Source: an optimization exercise on an open RTL-to-GDS flow (aim: small area and a short achievable clock period). Production flows keep margins and buffers that such runs may drop. Where RTL was checked, it was by simulation tests only, not by an equivalence proof against the original. Power figures rest on the tool's default switching activity, not on a simulated workload.

==> flow/design.v <==
module fifo
	#(
		parameter DATA_WIDTH = 64,  
		parameter ADDR_WIDTH = 5
	)
	(
		input logic								clk,
		input logic								rst,
		input logic		[DATA_WIDTH-1:0] 		data_input,
		input logic								read_enable_input,
		input logic								write_enable_input,
		output logic	[DATA_WIDTH-1:0]		data_output,
		output logic							empty,
		output logic							full
	);
	localparam FIFO_SIZE = (1 << ADDR_WIDTH);
	reg [ADDR_WIDTH-1:0] head_ptr;	 
	reg [ADDR_WIDTH-1:0] tail_ptr;	 
	reg                  empty_r;
	reg                  full_r;
	wire read_enable  = read_enable_input  && !empty_r;
	wire write_enable = write_enable_input && !full_r;
	wire [ADDR_WIDTH-1:0] head_inc = head_ptr + 1'b1;
	wire [ADDR_WIDTH-1:0] tail_inc = tail_ptr + 1'b1;
	assign empty = empty_r;
	assign full  = full_r;
	always @(posedge clk, posedge rst) begin
		if (rst) begin
			head_ptr <= 0;
			tail_ptr <= 0;
			empty_r  <= 1'b1;
			full_r   <= 1'b0;
		end else begin
			if (read_enable)
				head_ptr <= head_inc;
			if (write_enable)
				tail_ptr <= tail_inc;
			if (read_enable && !write_enable) begin
				empty_r <= (head_inc == tail_ptr);
				full_r  <= 1'b0;
			end else if (write_enable && !read_enable) begin
				empty_r <= 1'b0;
				full_r  <= (tail_inc == head_ptr);
			end
		end
	end
	wire [FIFO_SIZE-1:0] wsel, wsel_n, rsel;
	wire                 rhold = !read_enable;
	genvar i;
	generate
		for (i = 0; i < FIFO_SIZE; i = i + 1) begin : dec
			assign wsel[i]   = write_enable && (tail_ptr == i);
			assign wsel_n[i] = !wsel[i];
			assign rsel[i]   = read_enable && (head_ptr == i);
		end
	endgenerate
	wire [DATA_WIDTH-1:0] mem_q [0:FIFO_SIZE-1];
	generate
		for (i = 0; i < FIFO_SIZE; i = i + 1) begin : entry
			reg  [DATA_WIDTH-1:0] word;
			wire [DATA_WIDTH-1:0] word_d;
			fifo_ao22 #(.W(DATA_WIDTH)) hold_mux (
				.a(data_input), .sa(wsel[i]),
				.b(word),       .sb(wsel_n[i]),
				.y(word_d));
			always @(posedge clk)
				word <= word_d;
			assign mem_q[i] = word;
		end
	endgenerate
	wire [DATA_WIDTH-1:0] rd_n0, rd_n1, rd_n2, rd_word;
	fifo_aoi222 #(.W(DATA_WIDTH)) rd_g0 (
		.a(mem_q[0]), .sa(rsel[0]),
		.b(mem_q[1]), .sb(rsel[1]),
		.c(mem_q[2]), .sc(rsel[2]),
		.y(rd_n0));
	fifo_aoi222 #(.W(DATA_WIDTH)) rd_g1 (
		.a(mem_q[3]), .sa(rsel[3]),
		.b(mem_q[4]), .sb(rsel[4]),
		.c(mem_q[5]), .sc(rsel[5]),
		.y(rd_n1));
	fifo_aoi222 #(.W(DATA_WIDTH)) rd_g2 (
		.a(mem_q[6]),    .sa(rsel[6]),
		.b(mem_q[7]),    .sb(rsel[7]),
		.c(data_output), .sc(rhold),
		.y(rd_n2));
	fifo_nand3 #(.W(DATA_WIDTH)) rd_g3 (
		.a(rd_n0), .b(rd_n1), .c(rd_n2), .y(rd_word));
	always @(posedge clk)
		data_output <= rd_word;
endmodule  
module fifo_ao22 #(parameter W = 1) (
	input  [W-1:0] a,
	input          sa,
	input  [W-1:0] b,
	input          sb,
	output [W-1:0] y
);
	assign y = ({W{sa}} & a) | ({W{sb}} & b);
endmodule
module fifo_aoi222 #(parameter W = 1) (
	input  [W-1:0] a,
	input          sa,
	input  [W-1:0] b,
	input          sb,
	input  [W-1:0] c,
	input          sc,
	output [W-1:0] y
);
	assign y = ~(({W{sa}} & a) | ({W{sb}} & b) | ({W{sc}} & c));
endmodule
module fifo_nand3 #(parameter W = 1) (
	input  [W-1:0] a,
	input  [W-1:0] b,
	input  [W-1:0] c,
	output [W-1:0] y
);
	assign y = ~(a & b & c);
endmodule
module top(
	input clk,
	input rst,
	input [64-1:0] data_input,
	input read_enable,
	input write_enable,
	output [64-1:0] data_output,
	output empty,
	output full
);
fifo #(
	.DATA_WIDTH(64),  
	.ADDR_WIDTH(3))
	fifo(	clk,
			rst,
			data_input,
			read_enable,
			write_enable,
			data_output,
			empty,
			full
			);
endmodule
==> flow/config.mk <==
export PLATFORM = sky130hd
export DESIGN_NAME = top
export DESIGN_NICKNAME = top
export VERILOG_FILES = /design/flow/design.v
export SDC_FILE = /design/flow/constraint.sdc
export NUM_CORES = 4
export LEC_CHECK = 0
export CAP_MARGIN = 20
export CORE_MARGIN = 2
export CORE_UTILIZATION = 40
export SETUP_SLACK_MARGIN = 1.2
export SLEW_MARGIN = 20
export SYNTH_HIERARCHICAL = 1
export SYNTH_MINIMUM_KEEP_SIZE = 0
==> flow/constraint.sdc <==
create_clock -name core_clock -period 3.1 [get_ports {clk}]
set_input_delay 0.6200 -clock core_clock [delete_from_list [all_inputs] [get_ports {clk}]]
set_output_delay 0.6200 -clock core_clock [all_outputs]
set_load 0.01 [all_outputs]
run.sh (not shown) runs the stock make flow with config.mk's settings and CLKGATE_MAP_FILE= SYNTH_SCRIPT=/design/flow/synth_recipe.tcl, a recipe that flattens the netlist after the stock synthesis.
Change:
Settings changed: SETUP_SLACK_MARGIN 1.2 to not set.
Clock skew stays flat; synthesized area does not change; first-iteration DRC count drops by 6.8%; non-clock buffer count came out lower by 20; wire length goes down by 3.0%; global-route usage decreases by 0.45 points; final cell count decreases by about 0.9%; count of clock-buffer cells in the layout is unchanged; clock power hardly moves; fmax drops by 8.7%; sequential power is about the same.
Function was not checked in any run of this note: the RTL went through the layout flow alone.

========
== build 16 ==
Another version of the RTL of top (not shown whole).
Size in the first run: about 1,600 cells after synthesis, about 130 I/O pins, about 21,000 um2 of cells after synthesis.
==> flow/design.v (excerpt) <==
module top(
	input clk,
	input rst,
	input [64-1:0] data_input,
	input read_enable,
	input write_enable,
	output [64-1:0] data_output,
	output empty,
	output full
);
Settings: LEC_CHECK=0, CAP_MARGIN=20, CORE_MARGIN=2, CORE_UTILIZATION=40, CTS_BUF_LIST=sky130_fd_sc_hd__clkbuf_8, CTS_CLUSTER_DIAMETER=60, CTS_CLUSTER_SIZE=14, SETUP_SLACK_MARGIN=1.2, SLEW_MARGIN=20, SYNTH_HIERARCHICAL=1, SYNTH_MINIMUM_KEEP_SIZE=0; clock period 3.1 ns.
standard.sh (not shown) runs the stock make flow with config.mk's settings and CLKGATE_MAP_FILE= SYNTH_SCRIPT=/design/flow/synth_recipe.tcl, a recipe that flattens the netlist after the stock synthesis.
==> flow/flow/run.sh <==
#!/bin/bash
# The standard layout, with the ports buffered by small plain buffers
# (buffer_ports would otherwise pick a slow delay cell); repair may upsize them.
set -euo pipefail
export BUFFER_PORTS_ARGS="-buffer_cell sky130_fd_sc_hd__buf_1"
bash standard.sh > standard.log 2>&1
Edits applied to the flow inputs when going from build 16 to build 65:
Settings: changing CTS_CLUSTER_DIAMETER from 60 to 80; removing CTS_BUF_LIST (formerly sky130_fd_sc_hd__clkbuf_8); changing CTS_CLUSTER_SIZE from 14 to 20.
Results
- Between build 65 and build 16, it is build 65 whose highest ir drop seen on vdd is higher, by 25%.
- Run comparison: build 16 worst setup path endpoint empty; build 65 worst setup path endpoint data_output[1]
- Final hold slack in build 65 is 69 ps higher than in build 16
- Between build 65 and build 16, the global-route usage over all layers does not differ in any meaningful way.
- Build 65 vs. build 16: post-layout worst setup margin went up by 35 ps.
- Core utilization: build 65 higher than build 16
- Summary of the comparison: final non-filler cell area is higher in build 65, relative to build 16.
- Re met1 layer usage reported by global route: build 65 and build 16 aren't equal, and the lower value belongs to build 16.
- Post-synthesis async set-or-reset flop share delta (build 16 -> build 65): insignificant
> inputs changed (build 65 -> build 24)
Settings: swapping 1.2 for 1.3 in SETUP_SLACK_MARGIN.
==> comparison <==
- Status | build 65 and build 24 | clean
- Utilization delta (build 24 -> build 65): insignificant
- Looking at met2 usage in global routing across build 65 and build 24, the one that comes out higher is build 24.
- Sequential portion of the cell area | build 24 above build 65
- data_output[19] as the end of the critical path was reported by build 24, and data_output[1] by build 65.
- Reported for build 65 and build 24, multi-input logic cell count turned out identical to the last digit.
- Worst-margin pin slew (higher): build 65
- Build 24 ends up with lower post-route total power than build 65 does.
- Compared build 24 against build 65; area of the multi-input gates within noise.
- Worst hold slack: build 24 vs build 65 down 420 ps

========
Another version of the RTL of top (not shown whole).
Size: about 1700 cells after synthesis, roughly 590 flip-flops, ~130 I/O pins, roughly 21000 sq um of cells after synthesis.
export LEC_CHECK = 0
export CAP_MARGIN = 20
export CORE_MARGIN = 2
export CORE_UTILIZATION = 40
export CTS_CLUSTER_DIAMETER = 80
export CTS_CLUSTER_SIZE = 20
export SETUP_SLACK_MARGIN = 1.0
export SLEW_MARGIN = 20
export SYNTH_HIERARCHICAL = 1
export SYNTH_MINIMUM_KEEP_SIZE = 0
create_clock -name core_clock -period 3.1 [get_ports {clk}]
Scripts as last shown in full above: flow/flow/run.sh
==> next run, changes <==
Settings changed: CTS_CLUSTER_DIAMETER 80 to not set, CTS_CLUSTER_SIZE 20 to not set, SETUP_SLACK_MARGIN 1.0 to 1.2.
After rerunning: The new run finished clean; hold slack degrades by 11 ps; wire length went up by 4.2%; clock power came out higher by 49%; cell area rises by 5.8%.
==> next run, changes <==
Settings changed: CTS_CLUSTER_DIAMETER set to 80, CTS_CLUSTER_SIZE set to 20.
Effect: Fmax fell by 2.2%; critical path depth does not change; via count fell by 0.72%; count of clock-buffer cells in the layout goes down by 54; sequential power stays flat; design area shrinks by 4.0%; clock skew is about the same; cell count shrinks by 2.5%; non-clock buffer count is unchanged; sequential share of layout area is higher by 2.1 points.
==> next run, changes <==
Settings changed: CORE_UTILIZATION 40 to 55.
Effect:
- worst hold slack degrades by 5.7 ps
- sequential power stays flat
- via count came out lower by 0.31%
==> next run, changes <==
Settings changed: CORE_UTILIZATION 55 to 40, SETUP_SLACK_MARGIN 1.2 to 1.3, TNS_END_PERCENT set to 5.
Routed wire length is higher by 7.2%.
Clock skew hardly moves.
Total power is higher by 1.5%.
Area after synthesis stays the same.
No functional check of the RTL was part of any run of this note.

========
top with an RTL version that a note above also has.
Size: ~1,600 cells after synthesis, ~600 flip-flops, about 130 I/O pins.
clock: 3.1 ns
lec_check: 0
cap_margin: 20
core_margin: 2
core_utilization: 40
cts_cluster_diameter: 80
cts_cluster_size: 20
setup_slack_margin: 1.4
slew_margin: 20
synth_hierarchical: 1
synth_minimum_keep_size: 0
Scripts as last shown in full above: flow/flow/run.sh
The baseline finished with timing, DRC and antenna clean.
Then changed:
--- a/flow/config.mk
+++ b/flow/config.mk
@@ -12,0 +13 @@
+export PLACE_DENSITY = 0.75
- clock skew goes up by 6.2 ps
- routed wire length goes down by 6.1%
- sequential power hardly moves
- global-route usage goes down by 1.3 points
- design area goes down by 1.6%
- sequential share of layout area goes up by 0.56 points
- final cell count is about the same
- count of clock-buffer cells in the layout goes down by 2
- register-to-register slack loses 90 ps
- worst setup slack loses 23 ps
Then changed:
--- a/flow/config.mk
+++ b/flow/config.mk
@@ -13,2 +13 @@
-export PLACE_DENSITY = 0.75
-export SETUP_SLACK_MARGIN = 1.4
+export SETUP_SLACK_MARGIN = 1.5
=>
- power is higher by 4.4%
- wire length is higher by 13%
- cell count came out higher by 1.8%
- worst hold slack loses 350 ps
- die area stays the same
- global-route usage goes up by 1.9 points
- via count rose by 0.78%
- setup slack gets better by 3.3 ps
- synthesized cell count does not change
- cell area went up by 5.0%
Then changed:
--- a/flow/config.mk
+++ b/flow/config.mk
@@ -13 +13 @@
-export SETUP_SLACK_MARGIN = 1.5
+export SETUP_SLACK_MARGIN = 1.6
Effect:
- The changed run finished with timing, DRC and antenna clean
- total power grows by 0.55%
- final cell count barely changes
- first-iteration DRC count shrinks by 7.9%
Then changed:
--- a/flow/config.mk
+++ b/flow/config.mk
@@ -13 +13,2 @@
-export SETUP_SLACK_MARGIN = 1.6
+export PLACE_DENSITY = 0.7
+export SETUP_SLACK_MARGIN = 1.3
What happened: The changed run ran to the end with no violations. Critical path depth shrinks by 8. Combinational power fell by 51%. Final area is lower by 6.6%. Fmax came out higher by 4.1%. Sequential share of layout area went up by 3.2 points. Final cell count drops by 2.2%. Clock-buffer cell count went up by 3. Power fell by 3.1%. Non-clock buffer count falls by 50. Synthesized cell count stays the same.

========
top, a different RTL version from the one above (not shown whole).
For scale: roughly 21000 sq um of cells after synthesis.
Settings: LEC_CHECK=0, CAP_MARGIN=20, CORE_MARGIN=2, CORE_UTILIZATION=40, SETUP_SLACK_MARGIN=1.4, SLEW_MARGIN=20, SYNTH_HIERARCHICAL=1, SYNTH_MINIMUM_KEEP_SIZE=0; clock period 3.1 ns.
Scripts as last shown in full above: flow/flow/run.sh
The first run passed the timing, design-rule and antenna checks.
Then changed:
- SETUP_SLACK_MARGIN: 1.4 -> 1.2
Via count went down by 11%.
Power came out lower by 3.0%.
Sequential power hardly moves.
Global-route usage is lower by 3.6 points.
Final area drops by 14%.
Combinational power went down by 22%.
Core utilization came out lower by 7.5 points.
Wire length decreases by 27%.
Sequential share of layout area went up by 7.0 points.
No run of this note included a check of the RTL's function; only the layout flow was run.

port drivers added, routing unchanged:
In the flow no input, the clock included, has a driving cell. The finished layouts below were timed again as built, in two steps.
Step 1 (the two cells are an assumption about what drives the block):
set clk [get_ports {clk}]
set_driving_cell -lib_cell sky130_fd_sc_hd__clkbuf_16 $clk
set_driving_cell -lib_cell sky130_fd_sc_hd__buf_2 [delete_from_list [all_inputs] $clk]
Step 2 times the ports against the registers' clock, not the clock port: input delays grow and output delays shrink by t, the midpoint of the rising clock arrivals with the driver on.
a / b / c = ideal / step 1 / step 2; a / b = the first two.
run | t, ns | setup WS [ns] | worst register clock-pin slew, ns
the first run of note 1 | 0.671 | 0.869 / 0.869 / 0.437 | 0.07 / 0.07
the second run of note 1 | 0.671 | 0.656 / 0.647 / 0.234 | 0.07 / 0.07
build 16 | 0.707 | 1.204 / 1.152 / 0.643 | 0.10 / 0.10
build 65 | 0.629 | 1.239 / 1.183 / 0.703 | 0.09 / 0.09
build 24 | 0.625 | 1.323 / 1.268 / 0.860 | 0.09 / 0.09
the first run of note 3 | 0.625 | 1.022 / 0.967 / 0.648 | 0.09 / 0.09
the second run of note 3 | 0.658 | 1.230 / 1.182 / 0.714 | 0.07 / 0.07
the third run of note 3 | 0.609 | 1.188 / 1.173 / 0.740 | 0.09 / 0.09
the fourth run of note 3 | 0.625 | 1.168 / 1.115 / 0.753 | 0.08 / 0.08
the fifth run of note 3 | 0.621 | 1.123 / 1.148 / 0.527 | 0.08 / 0.08
the first run of note 4 | 0.631 | 1.361 / 1.295 / 0.988 | 0.09 / 0.09
the second run of note 4 | 0.593 | 1.338 / 1.280 / 0.853 | 0.09 / 0.09
the third run of note 4 | 0.619 | 1.341 / 1.279 / 0.888 | 0.09 / 0.09
the fourth run of note 4 | 0.629 | 1.250 / 1.246 / 0.915 | 0.09 / 0.09
the fifth run of note 4 | 0.615 | 1.324 / 1.268 / 0.796 | 0.09 / 0.09
the first run of note 5 | 0.671 | 1.206 / 1.149 / 0.838 | 0.07 / 0.07
the second run of note 5 | 0.661 | 1.160 / 1.132 / 0.625 | 0.07 / 0.07
After both steps every run listed still meets setup and hold. The setup slack of the fifth run of note 3, which loses most, moves by +0.025 ns with the drivers and by -0.596 ns with both steps.
